Context: an optimization exercise on an open-source flow, tuned for small area, a short achievable clock period and few clock cycles per item. The choices shown serve that exercise and are no tape-out recipe. The RTL was checked by simulation tests, not by an equivalence proof against the original design. Power figures rest on the tool's default switching activity, not on a simulated workload.

===== flow/design.v =====
`timescale 1ns/1ps
module pyjamask96(
    input clk,
    input reset_n,
    input load,
    input start,
    input [7:0] byte_in,
    input [7:0] byte_key_in,
    output reg valid,
    output reg [7:0] byte_out
    );
    reg         ph_ld, ks1, ph_run, ph_rot;
    reg         sel_run, sel_rot, sel_ld;
    reg         vld;
    reg [7:0]   in_x;
    reg         loading;
    reg         started;
    reg [3:0]   cnt;
    reg [95:0]  state;
    reg [127:0] key;     
    wire [95:0] sl = {state[31:24], state[23:16], state[15:8], state[7:0], state[95:88], state[87:80], state[79:72], state[71:64], state[63:56], state[55:48], state[47:40], state[39:32]};    
    wire [31:0] x0 = sl[95:64], x1 = sl[63:32], x2 = sl[31:0];
    wire [31:0] k0 = key[127:96], k1 = key[95:64], k2 = key[63:32], k3 = key[31:0];
    wire g = sel_run;
    wire [31:0] sb0 = ({32{g}} & x1) ^ ({32{g}} & x0 & x2);
    wire [31:0] sb1 = ({32{g}} & x2) ^ ({32{g}} & (x0 | x1));
    wire [31:0] sb2 = ({32{g}} & x0) ^ ({32{g}} & x1 & ~x2);
    wire [31:0] mr0, mr1, mr2;
    wire [95:0] mr = {mr0, mr1, mr2};
    wire [95:0] rk = {k0, k1, ~k2};
    wire [31:0] ka = k0 ^ k1, kb = k2 ^ k3;
    wire [31:0] kx0 = k1 ^ kb;
    wire [31:0] kmk;
    wire [31:0] kx1 = k0 ^ kb, kx2 = k3 ^ ka, kx3 = k2 ^ ka;
    wire [31:0] nk0 = kmk ^ {24'h0, 4'h8, cnt};
    wire [31:0] nk1 = {kx1[7:0],  kx1[31:8]}  ^ 32'h00006a00;
    wire [31:0] nk2 = {kx2[14:0], kx2[31:15]} ^ 32'h003f0000;
    wire [31:0] nk3 = {kx3[17:0], kx3[31:18]} ^ 32'h24000000;
    wire [31:0] m0_f1;
    assign m0_f1[0] = sb0[0] ^ sb0[5];
    assign m0_f1[1] = sb0[1] ^ sb0[6];
    assign m0_f1[2] = sb0[2] ^ sb0[7];
    assign m0_f1[3] = sb0[3] ^ sb0[8];
    assign m0_f1[4] = sb0[4] ^ sb0[9];
    assign m0_f1[5] = sb0[5] ^ sb0[10];
    assign m0_f1[6] = sb0[6] ^ sb0[11];
    assign m0_f1[7] = sb0[7] ^ sb0[12];
    assign m0_f1[8] = sb0[8] ^ sb0[13];
    assign m0_f1[9] = sb0[9] ^ sb0[14];
    assign m0_f1[10] = sb0[10] ^ sb0[15];
    assign m0_f1[11] = sb0[11] ^ sb0[16];
    assign m0_f1[12] = sb0[12] ^ sb0[17];
    assign m0_f1[13] = sb0[13] ^ sb0[18];
    assign m0_f1[14] = sb0[14] ^ sb0[19];
    assign m0_f1[15] = sb0[15] ^ sb0[20];
    assign m0_f1[16] = sb0[16] ^ sb0[21];
    assign m0_f1[17] = sb0[17] ^ sb0[22];
    assign m0_f1[18] = sb0[18] ^ sb0[23];
    assign m0_f1[19] = sb0[19] ^ sb0[24];
    assign m0_f1[20] = sb0[20] ^ sb0[25];
    assign m0_f1[21] = sb0[21] ^ sb0[26];
    assign m0_f1[22] = sb0[22] ^ sb0[27];
    assign m0_f1[23] = sb0[23] ^ sb0[28];
    assign m0_f1[24] = sb0[24] ^ sb0[29];
    assign m0_f1[25] = sb0[25] ^ sb0[30];
    assign m0_f1[26] = sb0[26] ^ sb0[31];
    assign m0_f1[27] = sb0[27] ^ sb0[0];
    assign m0_f1[28] = sb0[28] ^ sb0[1];
    assign m0_f1[29] = sb0[29] ^ sb0[2];
    assign m0_f1[30] = sb0[30] ^ sb0[3];
    assign m0_f1[31] = sb0[31] ^ sb0[4];
    wire [31:0] m0_f2;
    assign m0_f2[0] = sb0[0] ^ m0_f1[8];
    assign m0_f2[1] = sb0[1] ^ m0_f1[9];
    assign m0_f2[2] = sb0[2] ^ m0_f1[10];
    assign m0_f2[3] = sb0[3] ^ m0_f1[11];
    assign m0_f2[4] = sb0[4] ^ m0_f1[12];
    assign m0_f2[5] = sb0[5] ^ m0_f1[13];
    assign m0_f2[6] = sb0[6] ^ m0_f1[14];
    assign m0_f2[7] = sb0[7] ^ m0_f1[15];
    assign m0_f2[8] = sb0[8] ^ m0_f1[16];
    assign m0_f2[9] = sb0[9] ^ m0_f1[17];
    assign m0_f2[10] = sb0[10] ^ m0_f1[18];
    assign m0_f2[11] = sb0[11] ^ m0_f1[19];
    assign m0_f2[12] = sb0[12] ^ m0_f1[20];
    assign m0_f2[13] = sb0[13] ^ m0_f1[21];
    assign m0_f2[14] = sb0[14] ^ m0_f1[22];
    assign m0_f2[15] = sb0[15] ^ m0_f1[23];
    assign m0_f2[16] = sb0[16] ^ m0_f1[24];
    assign m0_f2[17] = sb0[17] ^ m0_f1[25];
    assign m0_f2[18] = sb0[18] ^ m0_f1[26];
    assign m0_f2[19] = sb0[19] ^ m0_f1[27];
    assign m0_f2[20] = sb0[20] ^ m0_f1[28];
    assign m0_f2[21] = sb0[21] ^ m0_f1[29];
    assign m0_f2[22] = sb0[22] ^ m0_f1[30];
    assign m0_f2[23] = sb0[23] ^ m0_f1[31];
    assign m0_f2[24] = sb0[24] ^ m0_f1[0];
    assign m0_f2[25] = sb0[25] ^ m0_f1[1];
    assign m0_f2[26] = sb0[26] ^ m0_f1[2];
    assign m0_f2[27] = sb0[27] ^ m0_f1[3];
    assign m0_f2[28] = sb0[28] ^ m0_f1[4];
    assign m0_f2[29] = sb0[29] ^ m0_f1[5];
    assign m0_f2[30] = sb0[30] ^ m0_f1[6];
    assign m0_f2[31] = sb0[31] ^ m0_f1[7];
    assign mr0[0] = m0_f1[2] ^ m0_f1[24] ^ sb0[31] ^ m0_f2[0] ^ m0_f2[6];
    assign mr0[1] = m0_f1[3] ^ m0_f1[25] ^ sb0[0] ^ m0_f2[1] ^ m0_f2[7];
    assign mr0[2] = m0_f1[4] ^ m0_f1[26] ^ sb0[1] ^ m0_f2[2] ^ m0_f2[8];
    assign mr0[3] = m0_f1[5] ^ m0_f1[27] ^ sb0[2] ^ m0_f2[3] ^ m0_f2[9];
    assign mr0[4] = m0_f1[6] ^ m0_f1[28] ^ sb0[3] ^ m0_f2[4] ^ m0_f2[10];
    assign mr0[5] = m0_f1[7] ^ m0_f1[29] ^ sb0[4] ^ m0_f2[5] ^ m0_f2[11];
    assign mr0[6] = m0_f1[8] ^ m0_f1[30] ^ sb0[5] ^ m0_f2[6] ^ m0_f2[12];
    assign mr0[7] = m0_f1[9] ^ m0_f1[31] ^ sb0[6] ^ m0_f2[7] ^ m0_f2[13];
    assign mr0[8] = m0_f1[10] ^ m0_f1[0] ^ sb0[7] ^ m0_f2[8] ^ m0_f2[14];
    assign mr0[9] = m0_f1[11] ^ m0_f1[1] ^ sb0[8] ^ m0_f2[9] ^ m0_f2[15];
    assign mr0[10] = m0_f1[12] ^ m0_f1[2] ^ sb0[9] ^ m0_f2[10] ^ m0_f2[16];
    assign mr0[11] = m0_f1[13] ^ m0_f1[3] ^ sb0[10] ^ m0_f2[11] ^ m0_f2[17];
    assign mr0[12] = m0_f1[14] ^ m0_f1[4] ^ sb0[11] ^ m0_f2[12] ^ m0_f2[18];
    assign mr0[13] = m0_f1[15] ^ m0_f1[5] ^ sb0[12] ^ m0_f2[13] ^ m0_f2[19];
    assign mr0[14] = m0_f1[16] ^ m0_f1[6] ^ sb0[13] ^ m0_f2[14] ^ m0_f2[20];
    assign mr0[15] = m0_f1[17] ^ m0_f1[7] ^ sb0[14] ^ m0_f2[15] ^ m0_f2[21];
    assign mr0[16] = m0_f1[18] ^ m0_f1[8] ^ sb0[15] ^ m0_f2[16] ^ m0_f2[22];
    assign mr0[17] = m0_f1[19] ^ m0_f1[9] ^ sb0[16] ^ m0_f2[17] ^ m0_f2[23];
    assign mr0[18] = m0_f1[20] ^ m0_f1[10] ^ sb0[17] ^ m0_f2[18] ^ m0_f2[24];
    assign mr0[19] = m0_f1[21] ^ m0_f1[11] ^ sb0[18] ^ m0_f2[19] ^ m0_f2[25];
    assign mr0[20] = m0_f1[22] ^ m0_f1[12] ^ sb0[19] ^ m0_f2[20] ^ m0_f2[26];
    assign mr0[21] = m0_f1[23] ^ m0_f1[13] ^ sb0[20] ^ m0_f2[21] ^ m0_f2[27];
    assign mr0[22] = m0_f1[24] ^ m0_f1[14] ^ sb0[21] ^ m0_f2[22] ^ m0_f2[28];
    assign mr0[23] = m0_f1[25] ^ m0_f1[15] ^ sb0[22] ^ m0_f2[23] ^ m0_f2[29];
    assign mr0[24] = m0_f1[26] ^ m0_f1[16] ^ sb0[23] ^ m0_f2[24] ^ m0_f2[30];
    assign mr0[25] = m0_f1[27] ^ m0_f1[17] ^ sb0[24] ^ m0_f2[25] ^ m0_f2[31];
    assign mr0[26] = m0_f1[28] ^ m0_f1[18] ^ sb0[25] ^ m0_f2[26] ^ m0_f2[0];
    assign mr0[27] = m0_f1[29] ^ m0_f1[19] ^ sb0[26] ^ m0_f2[27] ^ m0_f2[1];
    assign mr0[28] = m0_f1[30] ^ m0_f1[20] ^ sb0[27] ^ m0_f2[28] ^ m0_f2[2];
    assign mr0[29] = m0_f1[31] ^ m0_f1[21] ^ sb0[28] ^ m0_f2[29] ^ m0_f2[3];
    assign mr0[30] = m0_f1[0] ^ m0_f1[22] ^ sb0[29] ^ m0_f2[30] ^ m0_f2[4];
    assign mr0[31] = m0_f1[1] ^ m0_f1[23] ^ sb0[30] ^ m0_f2[31] ^ m0_f2[5];
    wire [31:0] m1_f1;
    assign m1_f1[0] = sb1[0] ^ sb1[13];
    assign m1_f1[1] = sb1[1] ^ sb1[14];
    assign m1_f1[2] = sb1[2] ^ sb1[15];
    assign m1_f1[3] = sb1[3] ^ sb1[16];
    assign m1_f1[4] = sb1[4] ^ sb1[17];
    assign m1_f1[5] = sb1[5] ^ sb1[18];
    assign m1_f1[6] = sb1[6] ^ sb1[19];
    assign m1_f1[7] = sb1[7] ^ sb1[20];
    assign m1_f1[8] = sb1[8] ^ sb1[21];
    assign m1_f1[9] = sb1[9] ^ sb1[22];
    assign m1_f1[10] = sb1[10] ^ sb1[23];
    assign m1_f1[11] = sb1[11] ^ sb1[24];
    assign m1_f1[12] = sb1[12] ^ sb1[25];
    assign m1_f1[13] = sb1[13] ^ sb1[26];
    assign m1_f1[14] = sb1[14] ^ sb1[27];
    assign m1_f1[15] = sb1[15] ^ sb1[28];
    assign m1_f1[16] = sb1[16] ^ sb1[29];
    assign m1_f1[17] = sb1[17] ^ sb1[30];
    assign m1_f1[18] = sb1[18] ^ sb1[31];
    assign m1_f1[19] = sb1[19] ^ sb1[0];
    assign m1_f1[20] = sb1[20] ^ sb1[1];
    assign m1_f1[21] = sb1[21] ^ sb1[2];
    assign m1_f1[22] = sb1[22] ^ sb1[3];
    assign m1_f1[23] = sb1[23] ^ sb1[4];
    assign m1_f1[24] = sb1[24] ^ sb1[5];
    assign m1_f1[25] = sb1[25] ^ sb1[6];
    assign m1_f1[26] = sb1[26] ^ sb1[7];
    assign m1_f1[27] = sb1[27] ^ sb1[8];
    assign m1_f1[28] = sb1[28] ^ sb1[9];
    assign m1_f1[29] = sb1[29] ^ sb1[10];
    assign m1_f1[30] = sb1[30] ^ sb1[11];
    assign m1_f1[31] = sb1[31] ^ sb1[12];
    wire [31:0] m1_f2;
    assign m1_f2[0] = sb1[0] ^ m1_f1[17];
    assign m1_f2[1] = sb1[1] ^ m1_f1[18];
    assign m1_f2[2] = sb1[2] ^ m1_f1[19];
    assign m1_f2[3] = sb1[3] ^ m1_f1[20];
    assign m1_f2[4] = sb1[4] ^ m1_f1[21];
    assign m1_f2[5] = sb1[5] ^ m1_f1[22];
    assign m1_f2[6] = sb1[6] ^ m1_f1[23];
    assign m1_f2[7] = sb1[7] ^ m1_f1[24];
    assign m1_f2[8] = sb1[8] ^ m1_f1[25];
    assign m1_f2[9] = sb1[9] ^ m1_f1[26];
    assign m1_f2[10] = sb1[10] ^ m1_f1[27];
    assign m1_f2[11] = sb1[11] ^ m1_f1[28];
    assign m1_f2[12] = sb1[12] ^ m1_f1[29];
    assign m1_f2[13] = sb1[13] ^ m1_f1[30];
    assign m1_f2[14] = sb1[14] ^ m1_f1[31];
    assign m1_f2[15] = sb1[15] ^ m1_f1[0];
    assign m1_f2[16] = sb1[16] ^ m1_f1[1];
    assign m1_f2[17] = sb1[17] ^ m1_f1[2];
    assign m1_f2[18] = sb1[18] ^ m1_f1[3];
    assign m1_f2[19] = sb1[19] ^ m1_f1[4];
    assign m1_f2[20] = sb1[20] ^ m1_f1[5];
    assign m1_f2[21] = sb1[21] ^ m1_f1[6];
    assign m1_f2[22] = sb1[22] ^ m1_f1[7];
    assign m1_f2[23] = sb1[23] ^ m1_f1[8];
    assign m1_f2[24] = sb1[24] ^ m1_f1[9];
    assign m1_f2[25] = sb1[25] ^ m1_f1[10];
    assign m1_f2[26] = sb1[26] ^ m1_f1[11];
    assign m1_f2[27] = sb1[27] ^ m1_f1[12];
    assign m1_f2[28] = sb1[28] ^ m1_f1[13];
    assign m1_f2[29] = sb1[29] ^ m1_f1[14];
    assign m1_f2[30] = sb1[30] ^ m1_f1[15];
    assign m1_f2[31] = sb1[31] ^ m1_f1[16];
    wire [31:0] m1_f3;
    assign m1_f3[0] = m1_f2[0] ^ m1_f2[8];
    assign m1_f3[1] = m1_f2[1] ^ m1_f2[9];
    assign m1_f3[2] = m1_f2[2] ^ m1_f2[10];
    assign m1_f3[3] = m1_f2[3] ^ m1_f2[11];
    assign m1_f3[4] = m1_f2[4] ^ m1_f2[12];
    assign m1_f3[5] = m1_f2[5] ^ m1_f2[13];
    assign m1_f3[6] = m1_f2[6] ^ m1_f2[14];
    assign m1_f3[7] = m1_f2[7] ^ m1_f2[15];
    assign m1_f3[8] = m1_f2[8] ^ m1_f2[16];
    assign m1_f3[9] = m1_f2[9] ^ m1_f2[17];
    assign m1_f3[10] = m1_f2[10] ^ m1_f2[18];
    assign m1_f3[11] = m1_f2[11] ^ m1_f2[19];
    assign m1_f3[12] = m1_f2[12] ^ m1_f2[20];
    assign m1_f3[13] = m1_f2[13] ^ m1_f2[21];
    assign m1_f3[14] = m1_f2[14] ^ m1_f2[22];
    assign m1_f3[15] = m1_f2[15] ^ m1_f2[23];
    assign m1_f3[16] = m1_f2[16] ^ m1_f2[24];
    assign m1_f3[17] = m1_f2[17] ^ m1_f2[25];
    assign m1_f3[18] = m1_f2[18] ^ m1_f2[26];
    assign m1_f3[19] = m1_f2[19] ^ m1_f2[27];
    assign m1_f3[20] = m1_f2[20] ^ m1_f2[28];
    assign m1_f3[21] = m1_f2[21] ^ m1_f2[29];
    assign m1_f3[22] = m1_f2[22] ^ m1_f2[30];
    assign m1_f3[23] = m1_f2[23] ^ m1_f2[31];
    assign m1_f3[24] = m1_f2[24] ^ m1_f2[0];
    assign m1_f3[25] = m1_f2[25] ^ m1_f2[1];
    assign m1_f3[26] = m1_f2[26] ^ m1_f2[2];
    assign m1_f3[27] = m1_f2[27] ^ m1_f2[3];
    assign m1_f3[28] = m1_f2[28] ^ m1_f2[4];
    assign m1_f3[29] = m1_f2[29] ^ m1_f2[5];
    assign m1_f3[30] = m1_f2[30] ^ m1_f2[6];
    assign m1_f3[31] = m1_f2[31] ^ m1_f2[7];
    assign mr1[0] = m1_f1[6] ^ m1_f2[1] ^ m1_f3[9];
    assign mr1[1] = m1_f1[7] ^ m1_f2[2] ^ m1_f3[10];
    assign mr1[2] = m1_f1[8] ^ m1_f2[3] ^ m1_f3[11];
    assign mr1[3] = m1_f1[9] ^ m1_f2[4] ^ m1_f3[12];
    assign mr1[4] = m1_f1[10] ^ m1_f2[5] ^ m1_f3[13];
    assign mr1[5] = m1_f1[11] ^ m1_f2[6] ^ m1_f3[14];
    assign mr1[6] = m1_f1[12] ^ m1_f2[7] ^ m1_f3[15];
    assign mr1[7] = m1_f1[13] ^ m1_f2[8] ^ m1_f3[16];
    assign mr1[8] = m1_f1[14] ^ m1_f2[9] ^ m1_f3[17];
    assign mr1[9] = m1_f1[15] ^ m1_f2[10] ^ m1_f3[18];
    assign mr1[10] = m1_f1[16] ^ m1_f2[11] ^ m1_f3[19];
    assign mr1[11] = m1_f1[17] ^ m1_f2[12] ^ m1_f3[20];
    assign mr1[12] = m1_f1[18] ^ m1_f2[13] ^ m1_f3[21];
    assign mr1[13] = m1_f1[19] ^ m1_f2[14] ^ m1_f3[22];
    assign mr1[14] = m1_f1[20] ^ m1_f2[15] ^ m1_f3[23];
    assign mr1[15] = m1_f1[21] ^ m1_f2[16] ^ m1_f3[24];
    assign mr1[16] = m1_f1[22] ^ m1_f2[17] ^ m1_f3[25];
    assign mr1[17] = m1_f1[23] ^ m1_f2[18] ^ m1_f3[26];
    assign mr1[18] = m1_f1[24] ^ m1_f2[19] ^ m1_f3[27];
    assign mr1[19] = m1_f1[25] ^ m1_f2[20] ^ m1_f3[28];
    assign mr1[20] = m1_f1[26] ^ m1_f2[21] ^ m1_f3[29];
    assign mr1[21] = m1_f1[27] ^ m1_f2[22] ^ m1_f3[30];
    assign mr1[22] = m1_f1[28] ^ m1_f2[23] ^ m1_f3[31];
    assign mr1[23] = m1_f1[29] ^ m1_f2[24] ^ m1_f3[0];
    assign mr1[24] = m1_f1[30] ^ m1_f2[25] ^ m1_f3[1];
    assign mr1[25] = m1_f1[31] ^ m1_f2[26] ^ m1_f3[2];
    assign mr1[26] = m1_f1[0] ^ m1_f2[27] ^ m1_f3[3];
    assign mr1[27] = m1_f1[1] ^ m1_f2[28] ^ m1_f3[4];
    assign mr1[28] = m1_f1[2] ^ m1_f2[29] ^ m1_f3[5];
    assign mr1[29] = m1_f1[3] ^ m1_f2[30] ^ m1_f3[6];
    assign mr1[30] = m1_f1[4] ^ m1_f2[31] ^ m1_f3[7];
    assign mr1[31] = m1_f1[5] ^ m1_f2[0] ^ m1_f3[8];
    wire [31:0] m2_f1;
    assign m2_f1[0] = sb2[0] ^ sb2[2];
    assign m2_f1[1] = sb2[1] ^ sb2[3];
    assign m2_f1[2] = sb2[2] ^ sb2[4];
    assign m2_f1[3] = sb2[3] ^ sb2[5];
    assign m2_f1[4] = sb2[4] ^ sb2[6];
    assign m2_f1[5] = sb2[5] ^ sb2[7];
    assign m2_f1[6] = sb2[6] ^ sb2[8];
    assign m2_f1[7] = sb2[7] ^ sb2[9];
    assign m2_f1[8] = sb2[8] ^ sb2[10];
    assign m2_f1[9] = sb2[9] ^ sb2[11];
    assign m2_f1[10] = sb2[10] ^ sb2[12];
    assign m2_f1[11] = sb2[11] ^ sb2[13];
    assign m2_f1[12] = sb2[12] ^ sb2[14];
    assign m2_f1[13] = sb2[13] ^ sb2[15];
    assign m2_f1[14] = sb2[14] ^ sb2[16];
    assign m2_f1[15] = sb2[15] ^ sb2[17];
    assign m2_f1[16] = sb2[16] ^ sb2[18];
    assign m2_f1[17] = sb2[17] ^ sb2[19];
    assign m2_f1[18] = sb2[18] ^ sb2[20];
    assign m2_f1[19] = sb2[19] ^ sb2[21];
    assign m2_f1[20] = sb2[20] ^ sb2[22];
    assign m2_f1[21] = sb2[21] ^ sb2[23];
    assign m2_f1[22] = sb2[22] ^ sb2[24];
    assign m2_f1[23] = sb2[23] ^ sb2[25];
    assign m2_f1[24] = sb2[24] ^ sb2[26];
    assign m2_f1[25] = sb2[25] ^ sb2[27];
    assign m2_f1[26] = sb2[26] ^ sb2[28];
    assign m2_f1[27] = sb2[27] ^ sb2[29];
    assign m2_f1[28] = sb2[28] ^ sb2[30];
    assign m2_f1[29] = sb2[29] ^ sb2[31];
    assign m2_f1[30] = sb2[30] ^ sb2[0];
    assign m2_f1[31] = sb2[31] ^ sb2[1];
    wire [31:0] m2_f2;
    assign m2_f2[0] = sb2[0] ^ m2_f1[9];
    assign m2_f2[1] = sb2[1] ^ m2_f1[10];
    assign m2_f2[2] = sb2[2] ^ m2_f1[11];
    assign m2_f2[3] = sb2[3] ^ m2_f1[12];
    assign m2_f2[4] = sb2[4] ^ m2_f1[13];
    assign m2_f2[5] = sb2[5] ^ m2_f1[14];
    assign m2_f2[6] = sb2[6] ^ m2_f1[15];
    assign m2_f2[7] = sb2[7] ^ m2_f1[16];
    assign m2_f2[8] = sb2[8] ^ m2_f1[17];
    assign m2_f2[9] = sb2[9] ^ m2_f1[18];
    assign m2_f2[10] = sb2[10] ^ m2_f1[19];
    assign m2_f2[11] = sb2[11] ^ m2_f1[20];
    assign m2_f2[12] = sb2[12] ^ m2_f1[21];
    assign m2_f2[13] = sb2[13] ^ m2_f1[22];
    assign m2_f2[14] = sb2[14] ^ m2_f1[23];
    assign m2_f2[15] = sb2[15] ^ m2_f1[24];
    assign m2_f2[16] = sb2[16] ^ m2_f1[25];
    assign m2_f2[17] = sb2[17] ^ m2_f1[26];
    assign m2_f2[18] = sb2[18] ^ m2_f1[27];
    assign m2_f2[19] = sb2[19] ^ m2_f1[28];
    assign m2_f2[20] = sb2[20] ^ m2_f1[29];
    assign m2_f2[21] = sb2[21] ^ m2_f1[30];
    assign m2_f2[22] = sb2[22] ^ m2_f1[31];
    assign m2_f2[23] = sb2[23] ^ m2_f1[0];
    assign m2_f2[24] = sb2[24] ^ m2_f1[1];
    assign m2_f2[25] = sb2[25] ^ m2_f1[2];
    assign m2_f2[26] = sb2[26] ^ m2_f1[3];
    assign m2_f2[27] = sb2[27] ^ m2_f1[4];
    assign m2_f2[28] = sb2[28] ^ m2_f1[5];
    assign m2_f2[29] = sb2[29] ^ m2_f1[6];
    assign m2_f2[30] = sb2[30] ^ m2_f1[7];
    assign m2_f2[31] = sb2[31] ^ m2_f1[8];
    wire [31:0] m2_f3;
    assign m2_f3[0] = m2_f2[0] ^ m2_f2[6];
    assign m2_f3[1] = m2_f2[1] ^ m2_f2[7];
    assign m2_f3[2] = m2_f2[2] ^ m2_f2[8];
    assign m2_f3[3] = m2_f2[3] ^ m2_f2[9];
    assign m2_f3[4] = m2_f2[4] ^ m2_f2[10];
    assign m2_f3[5] = m2_f2[5] ^ m2_f2[11];
    assign m2_f3[6] = m2_f2[6] ^ m2_f2[12];
    assign m2_f3[7] = m2_f2[7] ^ m2_f2[13];
    assign m2_f3[8] = m2_f2[8] ^ m2_f2[14];
    assign m2_f3[9] = m2_f2[9] ^ m2_f2[15];
    assign m2_f3[10] = m2_f2[10] ^ m2_f2[16];
    assign m2_f3[11] = m2_f2[11] ^ m2_f2[17];
    assign m2_f3[12] = m2_f2[12] ^ m2_f2[18];
    assign m2_f3[13] = m2_f2[13] ^ m2_f2[19];
    assign m2_f3[14] = m2_f2[14] ^ m2_f2[20];
    assign m2_f3[15] = m2_f2[15] ^ m2_f2[21];
    assign m2_f3[16] = m2_f2[16] ^ m2_f2[22];
    assign m2_f3[17] = m2_f2[17] ^ m2_f2[23];
    assign m2_f3[18] = m2_f2[18] ^ m2_f2[24];
    assign m2_f3[19] = m2_f2[19] ^ m2_f2[25];
    assign m2_f3[20] = m2_f2[20] ^ m2_f2[26];
    assign m2_f3[21] = m2_f2[21] ^ m2_f2[27];
    assign m2_f3[22] = m2_f2[22] ^ m2_f2[28];
    assign m2_f3[23] = m2_f2[23] ^ m2_f2[29];
    assign m2_f3[24] = m2_f2[24] ^ m2_f2[30];
    assign m2_f3[25] = m2_f2[25] ^ m2_f2[31];
    assign m2_f3[26] = m2_f2[26] ^ m2_f2[0];
    assign m2_f3[27] = m2_f2[27] ^ m2_f2[1];
    assign m2_f3[28] = m2_f2[28] ^ m2_f2[2];
    assign m2_f3[29] = m2_f2[29] ^ m2_f2[3];
    assign m2_f3[30] = m2_f2[30] ^ m2_f2[4];
    assign m2_f3[31] = m2_f2[31] ^ m2_f2[5];
    assign mr2[0] = m2_f1[17] ^ m2_f1[2] ^ m2_f2[1] ^ m2_f3[7];
    assign mr2[1] = m2_f1[18] ^ m2_f1[3] ^ m2_f2[2] ^ m2_f3[8];
    assign mr2[2] = m2_f1[19] ^ m2_f1[4] ^ m2_f2[3] ^ m2_f3[9];
    assign mr2[3] = m2_f1[20] ^ m2_f1[5] ^ m2_f2[4] ^ m2_f3[10];
    assign mr2[4] = m2_f1[21] ^ m2_f1[6] ^ m2_f2[5] ^ m2_f3[11];
    assign mr2[5] = m2_f1[22] ^ m2_f1[7] ^ m2_f2[6] ^ m2_f3[12];
    assign mr2[6] = m2_f1[23] ^ m2_f1[8] ^ m2_f2[7] ^ m2_f3[13];
    assign mr2[7] = m2_f1[24] ^ m2_f1[9] ^ m2_f2[8] ^ m2_f3[14];
    assign mr2[8] = m2_f1[25] ^ m2_f1[10] ^ m2_f2[9] ^ m2_f3[15];
    assign mr2[9] = m2_f1[26] ^ m2_f1[11] ^ m2_f2[10] ^ m2_f3[16];
    assign mr2[10] = m2_f1[27] ^ m2_f1[12] ^ m2_f2[11] ^ m2_f3[17];
    assign mr2[11] = m2_f1[28] ^ m2_f1[13] ^ m2_f2[12] ^ m2_f3[18];
    assign mr2[12] = m2_f1[29] ^ m2_f1[14] ^ m2_f2[13] ^ m2_f3[19];
    assign mr2[13] = m2_f1[30] ^ m2_f1[15] ^ m2_f2[14] ^ m2_f3[20];
    assign mr2[14] = m2_f1[31] ^ m2_f1[16] ^ m2_f2[15] ^ m2_f3[21];
    assign mr2[15] = m2_f1[0] ^ m2_f1[17] ^ m2_f2[16] ^ m2_f3[22];
    assign mr2[16] = m2_f1[1] ^ m2_f1[18] ^ m2_f2[17] ^ m2_f3[23];
    assign mr2[17] = m2_f1[2] ^ m2_f1[19] ^ m2_f2[18] ^ m2_f3[24];
    assign mr2[18] = m2_f1[3] ^ m2_f1[20] ^ m2_f2[19] ^ m2_f3[25];
    assign mr2[19] = m2_f1[4] ^ m2_f1[21] ^ m2_f2[20] ^ m2_f3[26];
    assign mr2[20] = m2_f1[5] ^ m2_f1[22] ^ m2_f2[21] ^ m2_f3[27];
    assign mr2[21] = m2_f1[6] ^ m2_f1[23] ^ m2_f2[22] ^ m2_f3[28];
    assign mr2[22] = m2_f1[7] ^ m2_f1[24] ^ m2_f2[23] ^ m2_f3[29];
    assign mr2[23] = m2_f1[8] ^ m2_f1[25] ^ m2_f2[24] ^ m2_f3[30];
    assign mr2[24] = m2_f1[9] ^ m2_f1[26] ^ m2_f2[25] ^ m2_f3[31];
    assign mr2[25] = m2_f1[10] ^ m2_f1[27] ^ m2_f2[26] ^ m2_f3[0];
    assign mr2[26] = m2_f1[11] ^ m2_f1[28] ^ m2_f2[27] ^ m2_f3[1];
    assign mr2[27] = m2_f1[12] ^ m2_f1[29] ^ m2_f2[28] ^ m2_f3[2];
    assign mr2[28] = m2_f1[13] ^ m2_f1[30] ^ m2_f2[29] ^ m2_f3[3];
    assign mr2[29] = m2_f1[14] ^ m2_f1[31] ^ m2_f2[30] ^ m2_f3[4];
    assign mr2[30] = m2_f1[15] ^ m2_f1[0] ^ m2_f2[31] ^ m2_f3[5];
    assign mr2[31] = m2_f1[16] ^ m2_f1[1] ^ m2_f2[0] ^ m2_f3[6];
    wire [31:0] mk_f1;
    assign mk_f1[0] = kx0[0] ^ kx0[2];
    assign mk_f1[1] = kx0[1] ^ kx0[3];
    assign mk_f1[2] = kx0[2] ^ kx0[4];
    assign mk_f1[3] = kx0[3] ^ kx0[5];
    assign mk_f1[4] = kx0[4] ^ kx0[6];
    assign mk_f1[5] = kx0[5] ^ kx0[7];
    assign mk_f1[6] = kx0[6] ^ kx0[8];
    assign mk_f1[7] = kx0[7] ^ kx0[9];
    assign mk_f1[8] = kx0[8] ^ kx0[10];
    assign mk_f1[9] = kx0[9] ^ kx0[11];
    assign mk_f1[10] = kx0[10] ^ kx0[12];
    assign mk_f1[11] = kx0[11] ^ kx0[13];
    assign mk_f1[12] = kx0[12] ^ kx0[14];
    assign mk_f1[13] = kx0[13] ^ kx0[15];
    assign mk_f1[14] = kx0[14] ^ kx0[16];
    assign mk_f1[15] = kx0[15] ^ kx0[17];
    assign mk_f1[16] = kx0[16] ^ kx0[18];
    assign mk_f1[17] = kx0[17] ^ kx0[19];
    assign mk_f1[18] = kx0[18] ^ kx0[20];
    assign mk_f1[19] = kx0[19] ^ kx0[21];
    assign mk_f1[20] = kx0[20] ^ kx0[22];
    assign mk_f1[21] = kx0[21] ^ kx0[23];
    assign mk_f1[22] = kx0[22] ^ kx0[24];
    assign mk_f1[23] = kx0[23] ^ kx0[25];
    assign mk_f1[24] = kx0[24] ^ kx0[26];
    assign mk_f1[25] = kx0[25] ^ kx0[27];
    assign mk_f1[26] = kx0[26] ^ kx0[28];
    assign mk_f1[27] = kx0[27] ^ kx0[29];
    assign mk_f1[28] = kx0[28] ^ kx0[30];
    assign mk_f1[29] = kx0[29] ^ kx0[31];
    assign mk_f1[30] = kx0[30] ^ kx0[0];
    assign mk_f1[31] = kx0[31] ^ kx0[1];
    wire [31:0] mk_f2;
    assign mk_f2[0] = kx0[0] ^ kx0[11];
    assign mk_f2[1] = kx0[1] ^ kx0[12];
    assign mk_f2[2] = kx0[2] ^ kx0[13];
    assign mk_f2[3] = kx0[3] ^ kx0[14];
    assign mk_f2[4] = kx0[4] ^ kx0[15];
    assign mk_f2[5] = kx0[5] ^ kx0[16];
    assign mk_f2[6] = kx0[6] ^ kx0[17];
    assign mk_f2[7] = kx0[7] ^ kx0[18];
    assign mk_f2[8] = kx0[8] ^ kx0[19];
    assign mk_f2[9] = kx0[9] ^ kx0[20];
    assign mk_f2[10] = kx0[10] ^ kx0[21];
    assign mk_f2[11] = kx0[11] ^ kx0[22];
    assign mk_f2[12] = kx0[12] ^ kx0[23];
    assign mk_f2[13] = kx0[13] ^ kx0[24];
    assign mk_f2[14] = kx0[14] ^ kx0[25];
    assign mk_f2[15] = kx0[15] ^ kx0[26];
    assign mk_f2[16] = kx0[16] ^ kx0[27];
    assign mk_f2[17] = kx0[17] ^ kx0[28];
    assign mk_f2[18] = kx0[18] ^ kx0[29];
    assign mk_f2[19] = kx0[19] ^ kx0[30];
    assign mk_f2[20] = kx0[20] ^ kx0[31];
    assign mk_f2[21] = kx0[21] ^ kx0[0];
    assign mk_f2[22] = kx0[22] ^ kx0[1];
    assign mk_f2[23] = kx0[23] ^ kx0[2];
    assign mk_f2[24] = kx0[24] ^ kx0[3];
    assign mk_f2[25] = kx0[25] ^ kx0[4];
    assign mk_f2[26] = kx0[26] ^ kx0[5];
    assign mk_f2[27] = kx0[27] ^ kx0[6];
    assign mk_f2[28] = kx0[28] ^ kx0[7];
    assign mk_f2[29] = kx0[29] ^ kx0[8];
    assign mk_f2[30] = kx0[30] ^ kx0[9];
    assign mk_f2[31] = kx0[31] ^ kx0[10];
    wire [31:0] mk_f3;
    assign mk_f3[0] = mk_f1[0] ^ mk_f2[8];
    assign mk_f3[1] = mk_f1[1] ^ mk_f2[9];
    assign mk_f3[2] = mk_f1[2] ^ mk_f2[10];
    assign mk_f3[3] = mk_f1[3] ^ mk_f2[11];
    assign mk_f3[4] = mk_f1[4] ^ mk_f2[12];
    assign mk_f3[5] = mk_f1[5] ^ mk_f2[13];
    assign mk_f3[6] = mk_f1[6] ^ mk_f2[14];
    assign mk_f3[7] = mk_f1[7] ^ mk_f2[15];
    assign mk_f3[8] = mk_f1[8] ^ mk_f2[16];
    assign mk_f3[9] = mk_f1[9] ^ mk_f2[17];
    assign mk_f3[10] = mk_f1[10] ^ mk_f2[18];
    assign mk_f3[11] = mk_f1[11] ^ mk_f2[19];
    assign mk_f3[12] = mk_f1[12] ^ mk_f2[20];
    assign mk_f3[13] = mk_f1[13] ^ mk_f2[21];
    assign mk_f3[14] = mk_f1[14] ^ mk_f2[22];
    assign mk_f3[15] = mk_f1[15] ^ mk_f2[23];
    assign mk_f3[16] = mk_f1[16] ^ mk_f2[24];
    assign mk_f3[17] = mk_f1[17] ^ mk_f2[25];
    assign mk_f3[18] = mk_f1[18] ^ mk_f2[26];
    assign mk_f3[19] = mk_f1[19] ^ mk_f2[27];
    assign mk_f3[20] = mk_f1[20] ^ mk_f2[28];
    assign mk_f3[21] = mk_f1[21] ^ mk_f2[29];
    assign mk_f3[22] = mk_f1[22] ^ mk_f2[30];
    assign mk_f3[23] = mk_f1[23] ^ mk_f2[31];
    assign mk_f3[24] = mk_f1[24] ^ mk_f2[0];
    assign mk_f3[25] = mk_f1[25] ^ mk_f2[1];
    assign mk_f3[26] = mk_f1[26] ^ mk_f2[2];
    assign mk_f3[27] = mk_f1[27] ^ mk_f2[3];
    assign mk_f3[28] = mk_f1[28] ^ mk_f2[4];
    assign mk_f3[29] = mk_f1[29] ^ mk_f2[5];
    assign mk_f3[30] = mk_f1[30] ^ mk_f2[6];
    assign mk_f3[31] = mk_f1[31] ^ mk_f2[7];
    assign kmk[0] = kx0[20] ^ mk_f1[23] ^ mk_f3[0] ^ mk_f3[16] ^ mk_f3[28];
    assign kmk[1] = kx0[21] ^ mk_f1[24] ^ mk_f3[1] ^ mk_f3[17] ^ mk_f3[29];
    assign kmk[2] = kx0[22] ^ mk_f1[25] ^ mk_f3[2] ^ mk_f3[18] ^ mk_f3[30];
    assign kmk[3] = kx0[23] ^ mk_f1[26] ^ mk_f3[3] ^ mk_f3[19] ^ mk_f3[31];
    assign kmk[4] = kx0[24] ^ mk_f1[27] ^ mk_f3[4] ^ mk_f3[20] ^ mk_f3[0];
    assign kmk[5] = kx0[25] ^ mk_f1[28] ^ mk_f3[5] ^ mk_f3[21] ^ mk_f3[1];
    assign kmk[6] = kx0[26] ^ mk_f1[29] ^ mk_f3[6] ^ mk_f3[22] ^ mk_f3[2];
    assign kmk[7] = kx0[27] ^ mk_f1[30] ^ mk_f3[7] ^ mk_f3[23] ^ mk_f3[3];
    assign kmk[8] = kx0[28] ^ mk_f1[31] ^ mk_f3[8] ^ mk_f3[24] ^ mk_f3[4];
    assign kmk[9] = kx0[29] ^ mk_f1[0] ^ mk_f3[9] ^ mk_f3[25] ^ mk_f3[5];
    assign kmk[10] = kx0[30] ^ mk_f1[1] ^ mk_f3[10] ^ mk_f3[26] ^ mk_f3[6];
    assign kmk[11] = kx0[31] ^ mk_f1[2] ^ mk_f3[11] ^ mk_f3[27] ^ mk_f3[7];
    assign kmk[12] = kx0[0] ^ mk_f1[3] ^ mk_f3[12] ^ mk_f3[28] ^ mk_f3[8];
    assign kmk[13] = kx0[1] ^ mk_f1[4] ^ mk_f3[13] ^ mk_f3[29] ^ mk_f3[9];
    assign kmk[14] = kx0[2] ^ mk_f1[5] ^ mk_f3[14] ^ mk_f3[30] ^ mk_f3[10];
    assign kmk[15] = kx0[3] ^ mk_f1[6] ^ mk_f3[15] ^ mk_f3[31] ^ mk_f3[11];
    assign kmk[16] = kx0[4] ^ mk_f1[7] ^ mk_f3[16] ^ mk_f3[0] ^ mk_f3[12];
    assign kmk[17] = kx0[5] ^ mk_f1[8] ^ mk_f3[17] ^ mk_f3[1] ^ mk_f3[13];
    assign kmk[18] = kx0[6] ^ mk_f1[9] ^ mk_f3[18] ^ mk_f3[2] ^ mk_f3[14];
    assign kmk[19] = kx0[7] ^ mk_f1[10] ^ mk_f3[19] ^ mk_f3[3] ^ mk_f3[15];
    assign kmk[20] = kx0[8] ^ mk_f1[11] ^ mk_f3[20] ^ mk_f3[4] ^ mk_f3[16];
    assign kmk[21] = kx0[9] ^ mk_f1[12] ^ mk_f3[21] ^ mk_f3[5] ^ mk_f3[17];
    assign kmk[22] = kx0[10] ^ mk_f1[13] ^ mk_f3[22] ^ mk_f3[6] ^ mk_f3[18];
    assign kmk[23] = kx0[11] ^ mk_f1[14] ^ mk_f3[23] ^ mk_f3[7] ^ mk_f3[19];
    assign kmk[24] = kx0[12] ^ mk_f1[15] ^ mk_f3[24] ^ mk_f3[8] ^ mk_f3[20];
    assign kmk[25] = kx0[13] ^ mk_f1[16] ^ mk_f3[25] ^ mk_f3[9] ^ mk_f3[21];
    assign kmk[26] = kx0[14] ^ mk_f1[17] ^ mk_f3[26] ^ mk_f3[10] ^ mk_f3[22];
    assign kmk[27] = kx0[15] ^ mk_f1[18] ^ mk_f3[27] ^ mk_f3[11] ^ mk_f3[23];
    assign kmk[28] = kx0[16] ^ mk_f1[19] ^ mk_f3[28] ^ mk_f3[12] ^ mk_f3[24];
    assign kmk[29] = kx0[17] ^ mk_f1[20] ^ mk_f3[29] ^ mk_f3[13] ^ mk_f3[25];
    assign kmk[30] = kx0[18] ^ mk_f1[21] ^ mk_f3[30] ^ mk_f3[14] ^ mk_f3[26];
    assign kmk[31] = kx0[19] ^ mk_f1[22] ^ mk_f3[31] ^ mk_f3[15] ^ mk_f3[27];
    wire last_load  = ph_ld & loading & (cnt == 4'd15);
    wire last_round = ph_run & (cnt == 4'd14);
    wire last_out   = ph_rot & vld & (cnt == 4'd11);
    wire out_go     = (last_round | (ph_rot & ~vld & (cnt == 4'd11))) & (start | started);
    always @(posedge clk) begin
        sel_ld  <= (ph_ld & ~last_load) | last_out;
        sel_run <= ks1 | (ph_run & ~last_round);
        sel_rot <= (ph_rot & ~last_out) | last_round;
        valid   <= (vld & ~last_out) | out_go;
        in_x    <= byte_in ^ byte_key_in;
    end
    always @(posedge clk or negedge reset_n) begin
        if (!reset_n) begin
            ph_ld   <= 1'b1;
            ks1     <= 1'b0;
            ph_run  <= 1'b0;
            ph_rot  <= 1'b0;
            loading <= 1'b0;
            started <= 1'b0;
            vld     <= 1'b0;
            cnt     <= 4'd0;
        end else begin
            if (ph_ld) begin
                if (!loading) begin
                    started <= 1'b0;
                    if (load) begin
                        loading <= 1'b1;
                        cnt     <= 4'd1;
                    end
                end else begin
                    cnt <= cnt + 4'd1;
                    if (cnt == 4'd15) begin
                        loading <= 1'b0;
                        ph_ld   <= 1'b0;
                        ks1     <= 1'b1;
                    end
                end
            end
            if (ks1) begin
                cnt    <= 4'd1;
                ks1    <= 1'b0;
                ph_run <= 1'b1;
                if (start) started <= 1'b1;
            end
            if (ph_run) begin
                cnt <= cnt + 4'd1;
                if (start) started <= 1'b1;
                if (cnt == 4'd14) begin
                    cnt    <= 4'd0;
                    ph_run <= 1'b0;
                    ph_rot <= 1'b1;
                    if (start | started) vld <= 1'b1;
                end
            end
            if (ph_rot) begin
                cnt <= (cnt == 4'd11) ? 4'd0 : cnt + 4'd1;
                if (start) started <= 1'b1;
                if (cnt == 4'd11) begin
                    if (vld) begin
                        vld    <= 1'b0;
                        ph_rot <= 1'b0;
                        ph_ld  <= 1'b1;
                    end else if (start | started) begin
                        vld    <= 1'b1;
                    end
                end
            end
        end
    end
    wire       rot_in = ks1 | (loading & cnt[3] & cnt[2] & (cnt[1] | cnt[0]));
    wire [7:0] low_in = rot_in ? state[95:88] : in_x;
    wire [95:0] b = sel_run ? {rk[63:56], rk[55:48], rk[47:40], rk[39:32], rk[31:24], rk[23:16], rk[15:8], rk[7:0], rk[95:88], rk[87:80], rk[79:72], rk[71:64]} :
                    sel_rot ? {state[7:0], state[95:8]} :
                             {state[87:0], low_in};
    always @(posedge clk)
        state <= {mr[63:56], mr[55:48], mr[47:40], mr[39:32], mr[31:24], mr[23:16], mr[15:8], mr[7:0], mr[95:88], mr[87:80], mr[79:72], mr[71:64]} ^ b;
    always @(posedge clk) begin
        if (sel_ld)
            key <= {key[119:0], byte_key_in};
        else
            key <= {nk0, nk1, nk2, nk3};
    end
    always @(*) byte_out = state[39:32];
endmodule

===== flow/flow/run.sh =====
#!/bin/bash
set -euo pipefail
MARGIN=5.6
NOX3=1
PLATFORM_DONT_USE=$(sed -n '/^export DONT_USE_CELLS += \\/,/[^\\]$/p' "$FLOW_HOME/platforms/sky130hd/config.mk" | grep -o 'sky130_fd_sc_hd__[a-z0-9_]*' | tr '\n' ' ')
EXTRA=()
if [[ $NOX3 == 1 ]]; then
  EXTRA+=("DONT_USE_CELLS=$PLATFORM_DONT_USE sky130_fd_sc_hd__xor3_1 sky130_fd_sc_hd__xor3_2 sky130_fd_sc_hd__xor3_4 sky130_fd_sc_hd__xnor3_1 sky130_fd_sc_hd__xnor3_2 sky130_fd_sc_hd__xnor3_4")
fi
bash standard.sh "${EXTRA[@]}" SETUP_SLACK_MARGIN=$MARGIN finish > orfs_make.log 2>&1

===== flow/standard.sh =====
#!/bin/bash
# synth_recipe.tcl (not shown) runs the flow's synth.tcl, then flattens the netlist and writes it again
# the make line also repeats each setting of config.mk as NAME=value (left out here)
make -C /OpenROAD-flow-scripts/flow DESIGN_CONFIG=/design/flow/config.mk WORK_HOME=/design/flow/orfs CLKGATE_MAP_FILE= SYNTH_SCRIPT=/design/flow/synth_recipe.tcl "${@:-finish}"

===== flow/config.mk =====
export PLATFORM = sky130hd
export DESIGN_NAME = pyjamask96
export DESIGN_NICKNAME = pyjamask96
export VERILOG_FILES = /design/flow/design.v
export SDC_FILE = /design/flow/constraint.sdc
export NUM_CORES = 4
export LEC_CHECK = 0
export CAP_MARGIN = 20
export CORE_MARGIN = 2
export CORE_UTILIZATION = 40
export CTS_CLUSTER_DIAMETER = 100
export CTS_CLUSTER_SIZE = 30
export PLACE_DENSITY = 0.6
export SETUP_SLACK_MARGIN = 5
export SLEW_MARGIN = 20

===== flow/constraint.sdc =====
create_clock -name core_clock -period 8.0 [get_ports {clk}]
set_input_delay 1.6000 -clock core_clock [delete_from_list [all_inputs] [get_ports {clk}]]
set_output_delay 1.6000 -clock core_clock [all_outputs]
set_load 0.01 [all_outputs]

==> results.ini, run 1 <==
[global_routing]
use_met3_pct = 3.26
track_usage_pct = 30.3
met2_usage_pct = 49.5
antenna_found_initial = 0
busiest_layer = met2
grt_pass1_vias = 15900
grt_max_degree = 112
use_met1_pct = 38.8
grt-ovfl-total = 0
grt_pass1_wl_um = 116000

[yosys]
yosys.cell_types.count = 44
netlist_instances = 2286
postSynth.asyncResetShare_pct = 4.45
syn-mean-instance-area_um2 = 9.00
yosys_most_used_dff = dfxtp_1
ys_seq_area_share_pct = 24.3
yosysWarnings = 1
synth-edff-count = 0
syn_nets = 2309
syn_area_um2 = 20600
ys_ff_latch = 247

[timing]
worstMarginPinSlew_ps = 1010
period_needed_ps = 2600
setup_tns_ps = 0
finalSetupViolCount = 0
whs_ps = 519
relSlewSlack_pct = 32.9
fmax_mhz = 385
rsz0062_at_grt = true
final_max_slew_viol_count = 0
finalCritPeriodShare_pct = 32.5
fin_skew_ps = 34.3
hold_viol_final = 0

[power_and_ir_drop]
p_leak_nw = 8.28
switchingPower_w = 0.00123
switching_share_pct = 35.9
p_int_w = 0.00220
p_comb_share_pct = 31.1
clkPwrFrac_pct = 27.3
powerDensity_nw_per_um2 = 137
peakVddDrop_mv = 0.121
p_seq_share_pct = 41.6

[floorplanning]
die_x_um = 231
start_util_pct = 40.3
fp.dieH_um = 231
fp.dieArea_um2 = 53300
core-area_um2 = 51100
rows = 83
pin_count = 29

[worst_setup_path]
cp_max_fo = 2
crit-reg2reg-launch = state[38]$_DFF_P_
cp_top_family = flip-flops
cp-start-kind = flip-flop
crit_buf_inv = 1
timing.rr.end = state[52]$_DFF_P_
max_stage_delay_ps = 370
cp_num_cells = 1
critPathArrivalTime_ps = 1000
critPathKind = reg -> out
required_ps = 6400
r2r_slack_ps = 5520
rr_worst_depth = 9
worstSetupEndpoint = byte_out[5]
path_cells = buf_6
critPathLaunch = state[37]$_DFF_P_
worstSetupEndpointType = primary output
critPathSlowestCell = dfxtp_4

[final_layout]
n_antenna_cell = 0
drive_gt1_share_pct = 24.4
area_growth_pct = 21.5
fin_area_um2 = 25000
fillCellCount = 4837
layout.cells.non_filler = 3028
final_nets = 2361

[detailed_routing]
viasPerCell = 5.34
num_vias = 16200
route.detailed.drc = 0
dr.pass1.iters = 5
postRouteAntennaNets = 0
wl_per_cell_um = 27.0
drtIter0Drc = 1453
drt_wl_total_um = 81800

[placement]
portBuffers = 28
placed_cells = 2918
placed_cell_area_um2 = 21400
globalplace.congestion = 1.03
dpl.hpwl_um = 63400

[clock_tree]
clkSlewWorstSetupHoldPaths_ps = 100
cts_buffers = 16
h-tree-depth = 1
cts_tree = yes
root_buffer = clkbuf_16
ctsHoldBuffers = 0
clk-insertion-delay-late_ps = 540
cts_num_sinks = 247
clockBufferDepth = 3

[min_path]
worstHoldPathType = reg -> reg
worstHoldPathCells = 2
worstHoldStart = ph_ld$_DFF_PN1_

[outcome]
status = complete, no violations

[job]
drv_cap = 0

power groups by stage:
| stage | clock network, W | registers, W | logic [W] |
|---|---|---|---|
| after floorplan | 0 | 0.00137 | 0.000692 |
| after global placement | 0 | 0.00145 | 0.000945 |
| after detailed placement | 0 | 0.00145 | 0.000933 |
| after CTS | 0.000952 | 0.00142 | 0.00102 |
| after global routing | 0.000995 | 0.00143 | 0.00112 |
| final | 0.000939 | 0.00143 | 0.00107 |
cell families (layout without fill, tap and decap cells):
| family | after synthesis | count (layout) | synth area share, % |
|---|---|---|---|
| AOI/OAI and AO/OA | 260 | 260 | 6.96 |
| xor gates and xnor gates | 1158 | 1158 | 52.6 |
| adders and majority gates | 3 | 3 | 0.182 |
| buffers and inverters | 102 | 164 | 2.15 |
| DFF | 247 | 247 | 24.3 |
| muxes | 97 | 97 | 4.97 |
| and+or+nand+nor | 419 | 419 | 8.82 |
repair_timing:
| action | 4_1_cts | 5_1_grt |
|---|---|---|
| resized for setup | 315 | 130 |
| pin swaps | 19 | 24 |
| cloned | 2 | 1 |
| setup buffers | 43 | 36 |
| hold endpoints to repair | 0 | 0 |
| endpoints found under the setup margin | 137 | 102 |
state kept, by name, summed over array words and instances (netlist names):
signal,count
valid,1
in_x,8
ph_rot,1
sel_ld,1
ks1,1
vld,1
sel_rot,1
state,96
cnt,4
sel_run,1
started,1
loading,1
key,128
ph_ld,1
ph_run,1
cell usage in the layout, fill, tap and decap left out, drive strengths merged, types with 3 or more instances in the layout:
cell and instances:
a211oi 27, a21oi 80, a221oi 9, buf 100, clkbuf 22, clkdlybuf4s50 19, clkinvlp 3, dfrtp 10
dfxtp 236, ha 3, inv 16, mux2 41, mux2i 56, nand2 225, nand3 10, nor2 106
nor2b 59, nor3 5, o21a 3, o21ai 134, or3 7, xnor2 950, xor2 208
synthesized netlist by cell type (all sizes together) (2+ instances only):
| library cell | instances | area share, % |
|---|---|---|
| xnor2 | 950 | 44 |
| dfxtp | 236 | 23 |
| nand2 | 225 | 4.1 |
| xor2 | 208 | 9.0 |
| o21ai | 134 | 3.3 |
| nor2 | 106 | 2.1 |
| a21oi | 80 | 1.9 |
| nor2b | 59 | 1.8 |
| mux2i | 56 | 2.7 |
| buf | 47 | 1.1 |
| clkbuf | 41 | 0.75 |
| mux2 | 41 | 2.2 |
| a211oi | 27 | 0.99 |
| inv | 14 | 0.26 |
| dfrtp | 10 | 1.2 |
| nand3 | 10 | 0.27 |
| a221oi | 9 | 0.38 |
| or3 | 7 | 0.21 |
| nor3 | 5 | 0.12 |
| ha | 3 | 0.18 |
| o21a | 3 | 0.11 |
| a31oi | 2 | 0.061 |
| a32o | 2 | 0.097 |
| and3 | 2 | 0.061 |
worst min path at each step:
stage / endpoint / slack [ps]
after floorplan: started$_DFF_PN0_ / 460
after global placement: started$_DFF_PN0_ / 490
after detailed placement: ph_ld$_DFF_PN1_ / 500
after CTS: ph_ld$_DFF_PN1_ / 520
after global routing: ph_ld$_DFF_PN1_ / 560
final: ph_ld$_DFF_PN1_ / 520
layout make-up:
class	count	area, µm²	share of cell area, %
timing repair buffer	122	1250	4.99
multi-input combinational	1937	17200	68.7
clock inverter	7	76.3	0.305
sequential	247	5130	20.5
tap	680	851	3.40
inverter	14	52.6	0.210
clock buffer	21	460	1.84
routing by layer:
layer	up-vias	part of all wire, %
li1	7382	-
met4	0	7.3
met2	734	46
met3	208	6.8
met5	-	0
met1	7839	40
per-stage QoR:
step           total power (W)  utilization [%]  worst slack, ps
2_1_floorplan          0.00206                -             5630
3_3_place_gp           0.00239             41.9             4480
3_5_place_dp           0.00238             41.9             4530
4_1_cts                0.00339             46.7             5380
5_1_grt                0.00355             48.9             5380
6_report               0.00344             48.9             5400
Testbench counts, summed over its fixed seeds: cycles 8,256, blocks 192.
==> inputs of run 2 (changes only) <==
--- a/flow/flow/run.sh
+++ b/flow/flow/run.sh
@@ -1,6 +1,6 @@
 #!/bin/bash
 set -euo pipefail
-MARGIN=5.6
+MARGIN=5.4
 NOX3=1
 PLATFORM_DONT_USE=$(sed -n '/^export DONT_USE_CELLS += \\/,/[^\\]$/p' "$FLOW_HOME/platforms/sky130hd/config.mk" | grep -o 'sky130_fd_sc_hd__[a-z0-9_]*' | tr '\n' ' ')
 EXTRA=()
==> run 2 against run 1 <==
Effect of this change: still clean on timing, DRC and antenna; die area unchanged; utilization fell by 3.0 points; routed wire length down 1.6%; global-route usage fell by 0.47 points; first-iteration DRC count decreased by 9.8%; hold slack about the same; cell count is 1.3% lower; clock skew rose by 2.0 ps; non-clock buffer count shrank 38; register-to-register slack worse by 140 ps; synthesized cell count unchanged; critical endpoint is now state[71]$_DFF_P_; largest power group unchanged; highest routed layer is now met5.
==> results.ini, run 2 <==
[yosys]
synth_area_leaders = xnor2_1, dfxtp_1, xor2_1
post_synth_most_frequent_cells = xnor2_1, dfxtp_1, nand2_1
yosysWarnings = 1  ; unchanged
synth-edff-count = 0  ; unchanged
synth_top_area_share_pct = 37.3  ; unchanged
ys_seq_area_share_pct = 24.3  ; unchanged
yosys_most_used_dff = dfxtp_1
yosysMostFrequentCell = xnor2_1
ys_ff_latch = 247  ; unchanged
netlist_instances = 2286  ; unchanged
postSynth.asyncResetShare_pct = 4.45  ; unchanged
syn-mean-instance-area_um2 = 9.00  ; unchanged
yosys.cell_types.count = 44  ; unchanged
yosysTopAreaCell = xnor2_1
syn_nets = 2309  ; unchanged
syn_area_um2 = 20600  ; unchanged

[floorplanning]
start_util_pct = 40.3  ; unchanged
fp.dieH_um = 231  ; unchanged
fp.dieArea_um2 = 53300  ; unchanged
rows = 83  ; unchanged
core-area_um2 = 51100  ; unchanged
die_x_um = 231  ; unchanged
pin_count = 29  ; unchanged

[worst_setup_path]
rr_worst_depth = 7  ; -2
timing.rr.end = state[71]$_DFF_P_
r2r_slack_ps = 5380  ; -140 ps
critPathArrivalTime_ps = 3020  ; +2020 ps
worstSetupEndpointType = flip-flop
cp-start-kind = flip-flop
crit-reg2reg-launch = state[90]$_DFF_P_
cp_max_fo = 6  ; +4
required_ps = 8400  ; +2000 ps
critPathLaunch = state[90]$_DFF_P_
critPathKind = reg -> reg

[detailed_routing]
dr.pass1.iters = 5  ; unchanged
wl_per_cell_um = 26.9  ; -0.37%
num_vias = 15800  ; -2.4%
drtIter0Drc = 1311  ; -9.8%
postRouteAntennaNets = 0  ; unchanged
drt_wl_total_um = 80400  ; -1.6%
route.detailed.drc = 0  ; unchanged
viasPerCell = 5.28  ; -1.1%

[power_and_ir_drop]
powerDensity_nw_per_um2 = 144  ; +4.7%
p_int_w = 0.00217  ; -1.7%
p_seq_share_pct = 42.1  ; +0.5 points
p_comb_share_pct = 30.0  ; -1.1 points
peakVddDrop_mv = 0.122  ; +0.56%
p_total_w = 0.00338  ; -1.7%
p_leak_nw = 7.66  ; -7.5%
switching_share_pct = 35.8  ; -0.040 points
clkPwrFrac_pct = 27.9  ; +0.6 points
switchingPower_w = 0.00121  ; -1.9%

[clock_tree]
clkSlewWorstSetupHoldPaths_ps = 110  ; about the same
clockBufferDepth = 3  ; unchanged
ctsHoldBuffers = 0  ; unchanged
cts_tree = yes
clk-insertion-delay-late_ps = 540  ; about the same
root_buffer = clkbuf_16
h-tree-depth = 1  ; unchanged
cts_buffers = 16  ; unchanged
cts_num_sinks = 247  ; unchanged

[placement]
dp_slack_ps = 4530  ; unchanged
dpl.hpwl_um = 63400  ; unchanged
globalplace.congestion = 1.03  ; unchanged
portBuffers = 28  ; unchanged

[timing]
final_max_slew_viol_count = 0  ; unchanged
setup_tns_ps = 0  ; unchanged
finalSetupViolCount = 0  ; unchanged
finalCritPeriodShare_pct = 32.7  ; +0.28 points
relSlewSlack_pct = 32.9  ; -0.033 points
hold_viol_final = 0  ; unchanged
finalWorstSetupSlack_ps = 5380  ; -22.3 ps
period_needed_ps = 2620  ; +22.3 ps
rsz0062_at_grt = true
fmax_mhz = 382  ; -0.85%
fin_skew_ps = 36.2  ; +2.00 ps
worstMarginPinSlew_ps = 1010  ; +0.499 ps

[min_path]
worstHoldPathType = reg -> reg
worstHoldStart = ph_ld$_DFF_PN1_
min_to = ph_ld$_DFF_PN1_
worstHoldPathCells = 2  ; unchanged

[global_routing]
grt_pass1_vias = 15600  ; -1.5%
grt_pass1_wl_um = 114000  ; -1.4%
track_usage_pct = 29.8  ; -0.47 points
antenna_found_initial = 1  ; +1
grt-ovfl-total = 0  ; unchanged
grt_max_degree = 112  ; unchanged

[final_layout]
n_antenna_cell = 0  ; unchanged
area_growth_pct = 14.0
final_nets = 2323  ; -1.6%
drive_gt1_share_pct = 16.3  ; -8.2 points
largest_reg_flops = 128  ; unchanged
final_common_cell = xnor2_1
reg_top3 = key (128), state (96), in_x (8)
largest-register = key
mostFrequentLayoutCells = xnor2_1, nand2_1, dfxtp_1
final_util_pct = 45.9  ; -3.0 points

[job]
drv_cap = 0  ; unchanged

[outcome]
status = complete, no violations

run 2: cell count changes in the layout (fill, tap and decap cells not counted), sizes merged:
cell | before | now
buf | 100 | 63
clkbuf | 22 | 21
run 2: logic make-up (layout without fill, tap and decap cells):
| group | count (synthesis) | in the layout | share of synthesized area [%] |
|---|---|---|---|
| simple gates | 419 | 419 | 8.82 |
| buf+inv | 102 | 126 | 2.15 |
| mux | 97 | 97 | 4.97 |
| fa+ha+maj | 3 | 3 | 0.182 |
| flops | 247 | 247 | 24.3 |
| xor+xnor | 1158 | 1158 | 52.6 |
| compound gates | 260 | 260 | 6.96 |
run 2: worst max path at each step:
stage | end | slack (ps) | cells past startpoint
floorplan | cnt[3]$_DFFE_PN0P_ | 5630 | 5
global placement | state[18]$_DFF_P_ | 4480 | 7
detailed placement | state[18]$_DFF_P_ | 4530 | 7
CTS | state[84]$_DFF_P_ | 5230 | 8
global route | state[71]$_DFF_P_ | 5290 | 7
finish | state[71]$_DFF_P_ | 5380 | 7
run 2: per-layer routing:
metal / track usage [%] / wire length (µm) / up-vias
met5: 0 / 14 / -
met4: 16.1 / 5420 / 2
met3: 3.11 / 4760 / 199
met2: 49.1 / 36900 / 646
met1: 38.3 / 33400 / 7644
li1: - / - / 7290
run 2: metrics by stage:
step	std cells	area, µm²	hold slack (ps)
6_report	2990	23500	519
3_5_place_dp	2918	21400	504
4_1_cts	2963	22800	522
3_3_place_gp	2918	21400	491
2_1_floorplan	2286	20600	464
5_1_grt	2990	23500	555
run 2: final cells by class:
type,count,area (µm²)
clock buffer,21,460
clock inverter,7,76.3
fill,5017,27600
inverter,14,52.6
multi-input combinational,1937,16100
sequential,247,5070
tap,680,851
timing repair buffer,84,848
run 2: power groups by stage:
stage / combinational [W] / clock [W] / sequential [W]
after global routing: 0.00107 / 0.000993 / 0.00142
after CTS: 0.000980 / 0.000952 / 0.00141
after floorplan: 0.000692 / 0 / 0.00137
after global placement: 0.000945 / 0 / 0.00145
after detailed placement: 0.000933 / 0 / 0.00145
final: 0.00101 / 0.000942 / 0.00142
run 2: critical path, stage by stage, from the launching register on:
cell     delay (ps)
dfxtp_1         520
nor2_1          120
xnor2_2         570
xnor2_1         360
xor2_1          230
xnor2_1         370
a21oi_1         160
xor2_1          160
run 2: repair_timing:
item                       4_1_cts  5_1_grt
gates resized for setup        157       82
gates cloned                     2        0
setup endpoints to repair      123      102
setup buffers                   15       27
pin swaps                        2        9
==> inputs of run 3 (changes only) <==
--- a/flow/config.mk
+++ b/flow/config.mk
@@ -8,8 +8,8 @@
 export CAP_MARGIN = 20
 export CORE_MARGIN = 2
 export CORE_UTILIZATION = 40
-export CTS_CLUSTER_DIAMETER = 100
-export CTS_CLUSTER_SIZE = 30
+export CTS_CLUSTER_DIAMETER = 80
+export CTS_CLUSTER_SIZE = 25
 export PLACE_DENSITY = 0.6
 export SETUP_SLACK_MARGIN = 5
 export SLEW_MARGIN = 20
==> run 3 against run 2 <==
Effect of this change: utilization is 0.51 points higher; largest power group unchanged; total power grew 9.4%; sequential share of layout area down 0.24 points.
==> results.ini, run 3 <==
[detailed_routing]
route.detailed.drc = 0  ; unchanged
postRouteAntennaNets = 0  ; unchanged
num_vias = 15900  ; +0.62%
drt_wl_total_um = 80300  ; -0.19%
wl_per_cell_um = 26.8  ; -0.52%
drtIter0Drc = 1410  ; +7.6%
dr.pass1.iters = 7  ; +2
viasPerCell = 5.29  ; +0.29%

[worst_setup_path]
required_ps = 8490  ; +90 ps
critPathArrivalTime_ps = 3150  ; +130 ps
cp-start-kind = flip-flop
r2r_slack_ps = 5340  ; -40 ps
critPathKind = reg -> reg
worstSetupEndpointType = flip-flop
cp_max_fo = 39  ; +33

[floorplanning]
rows = 83  ; unchanged
fp.dieArea_um2 = 53300  ; unchanged
start_util_pct = 40.3  ; unchanged
pin_count = 29  ; unchanged
die_x_um = 231  ; unchanged
core-area_um2 = 51100  ; unchanged
fp.dieH_um = 231  ; unchanged

[global_routing]
grt_pass1_vias = 15700  ; +0.16%
grt_pass1_wl_um = 114000  ; +0.18%
antenna_found_initial = 2  ; +1
track_usage_pct = 29.9  ; +0.073 points
grt-ovfl-total = 0  ; unchanged
grt_max_degree = 112  ; unchanged

[yosys]
synth-edff-count = 0  ; unchanged
synth_top_area_share_pct = 37.3  ; unchanged
post_synth_most_frequent_cells = xnor2_1, dfxtp_1, nand2_1
yosys_most_used_dff = dfxtp_1
syn_nets = 2309  ; unchanged
yosysMostFrequentCell = xnor2_1
syn_area_um2 = 20600  ; unchanged
yosysWarnings = 1  ; unchanged
synth_area_leaders = xnor2_1, dfxtp_1, xor2_1
postSynth.asyncResetShare_pct = 4.45  ; unchanged
ys_ff_latch = 247  ; unchanged
yosysTopAreaCell = xnor2_1
netlist_instances = 2286  ; unchanged
ys_seq_area_share_pct = 24.3  ; unchanged
yosys.cell_types.count = 44  ; unchanged
syn-mean-instance-area_um2 = 9.00  ; unchanged

[power_and_ir_drop]
switchingPower_w = 0.00136  ; +12%
p_comb_share_pct = 27.4  ; -2.6 points
switching_share_pct = 36.7  ; +0.89 points
clkPwrFrac_pct = 34.1  ; +6.2 points
p_int_w = 0.00234  ; +7.9%
powerDensity_nw_per_um2 = 156  ; +8.2%
p_seq_share_pct = 38.5  ; -3.6 points
peakVddDrop_mv = 0.173  ; +42%
p_leak_nw = 7.78  ; +1.6%

[clock_tree]
clkSlewWorstSetupHoldPaths_ps = 100  ; about the same
cts_num_sinks = 247  ; unchanged
h-tree-depth = 1  ; unchanged
cts_buffers = 23  ; +7
ctsHoldBuffers = 0  ; unchanged
root_buffer = clkbuf_16
cts_tree = yes
clk-insertion-delay-late_ps = 570  ; +30 ps
clockBufferDepth = 3  ; unchanged

[timing]
final_max_slew_viol_count = 0  ; unchanged
worstMarginPinSlew_ps = 1010  ; +1.84 ps
period_needed_ps = 2660  ; +39.9 ps
finalCritPeriodShare_pct = 33.2  ; +0.50 points
fin_skew_ps = 32.5  ; -3.74 ps
finalSetupViolCount = 0  ; unchanged
hold_viol_final = 0  ; unchanged
fmax_mhz = 376  ; -1.5%
relSlewSlack_pct = 32.8  ; -0.12 points
setup_tns_ps = 0  ; unchanged
rsz0062_at_grt = true

[final_layout]
mostFrequentLayoutCells = xnor2_1, nand2_1, dfxtp_1
largest-register = key
drive_gt1_share_pct = 16.3  ; about the same
fin_area_um2 = 23700  ; +1.1%
fillCellCount = 4989  ; -0.56%
area_growth_pct = 15.2
final_nets = 2327  ; +0.17%
largest_reg_flops = 128  ; unchanged
reg_top3 = key (128), state (96), in_x (8)
final_common_cell = xnor2_1
n_antenna_cell = 0  ; unchanged

[min_path]
worstHoldPathType = reg -> reg

[placement]
portBuffers = 28  ; unchanged
globalplace.congestion = 1.03  ; unchanged
dpl.hpwl_um = 63400  ; unchanged
placed_cell_area_um2 = 21400  ; unchanged

[job]
drv_cap = 0  ; unchanged

[outcome]
status = complete, no violations

-- run 3: cell counts after synthesis --
No cell type changed its count.
-- run 3: worst max-delay path, stage by stage (launching register included) --
cell and delay (ps):
dfxtp_4 510, inv_2 50, clkbuf_8 310, nor2_1 480, xnor2_2 220, xnor2_1 340, xnor2_1 140, xnor2_1 300
xor2_1 190
-- run 3: cells by family after synthesis --
kind of cell / Yosys count / synth area share [%]
AOI/OAI and AO/OA: 260 / 6.96
adders and majority gates: 3 / 0.182
and+or+nand+nor: 419 / 8.82
xor gates and xnor gates: 1158 / 52.6
DFF: 247 / 24.3
buffers and inverters: 102 / 2.15
muxes: 97 / 4.97
-- run 3: routing by layer --
metal  track usage [%]  vias to the layer above  routed length, µm
met3              3.03                      192               5150
met5                 0                        -                 16
met1              38.5                     7702              33000
met4              17.9                        2               5660
li1                  -                     7319                  -
met2              48.3                      664              36500
-- run 3: metrics by stage --
stage	hold WS, ps	util, %	cells	total power [W]	setup slack (ps)
after floorplan	464	-	2286	0.00206	5630
after global placement	491	41.9	2918	0.00239	4480
after detailed placement	504	41.9	2918	0.00238	4530
after CTS	521	45.1	2976	0.00367	5250
after global routing	554	46.4	3000	0.00382	5270
final	517	46.4	3000	0.00369	5340
-- run 3: layout make-up --
class	instances	area, µm²	area share [%]
Tap cell	680	851	3.59
Clock inverter	18	267	1.12
Timing Repair Buffer	81	840	3.54
Inverter	14	52.6	0.222
Sequential cell	247	5060	21.4
Clock buffer	23	576	2.43
Multi-Input combinational cell	1937	16100	67.7
-- run 3: worst paths after layout --
kind / from / endpoint / depth (start not counted)
worst max-delay path: sel_run$_DFF_P_ / state[52]$_DFF_P_ / 8
worst min-delay path: ph_ld$_DFF_PN1_ / ph_ld$_DFF_PN1_ / 2
worst max register to register: sel_run$_DFF_P_ / state[52]$_DFF_P_ / 8
worst min register to register: ph_ld$_DFF_PN1_ / ph_ld$_DFF_PN1_ / 2
max in group asynchronous: reset_n / ph_ld$_DFF_PN1_ / 1
min in group asynchronous: reset_n / cnt[3]$_DFFE_PN0P_ / 1
-- run 3: power by group through the flow --
stage | sequential (W) | combinational [W] | clock (W)
2_1_floorplan | 0.00137 | 0.000692 | 0
3_3_place_gp | 0.00145 | 0.000945 | 0
3_5_place_dp | 0.00145 | 0.000933 | 0
4_1_cts | 0.00141 | 0.000976 | 0.00128
5_1_grt | 0.00142 | 0.00107 | 0.00132
6_report | 0.00142 | 0.00101 | 0.00126
-- run 3: timing repair --
action	CTS	global route
buffers inserted	15	24
resized for setup	142	85
pin swaps	2	11
cloned	2	0
endpoints found under the setup margin	119	111

separate check: timing with driven ports:
No port has a modelled driver above. Below, the same layouts with a new extraction and two added sets of constraints. Step 1 assumes that a clkbuf_16 drives the clock port and a buf_2 every other input. Step 2, shift: input delay + t, output delay - t, t = (earliest + latest rising clock arrival at the registers) / 2. This alone moves slack from input paths to output paths. Three values: no drivers, after step 1, after step 2; two values: the first two.
| run | t (ns) | slack for setup (ns) |
|---|---|---|
| run 1 | 0.581 | 5.403 / 5.346 / 5.157 |
| run 2 | 0.584 | 5.380 / 5.340 / 5.077 |
| run 3 | 0.616 | 5.340 / 5.287 / 5.051 |
After both steps setup and hold are still met in every run listed.
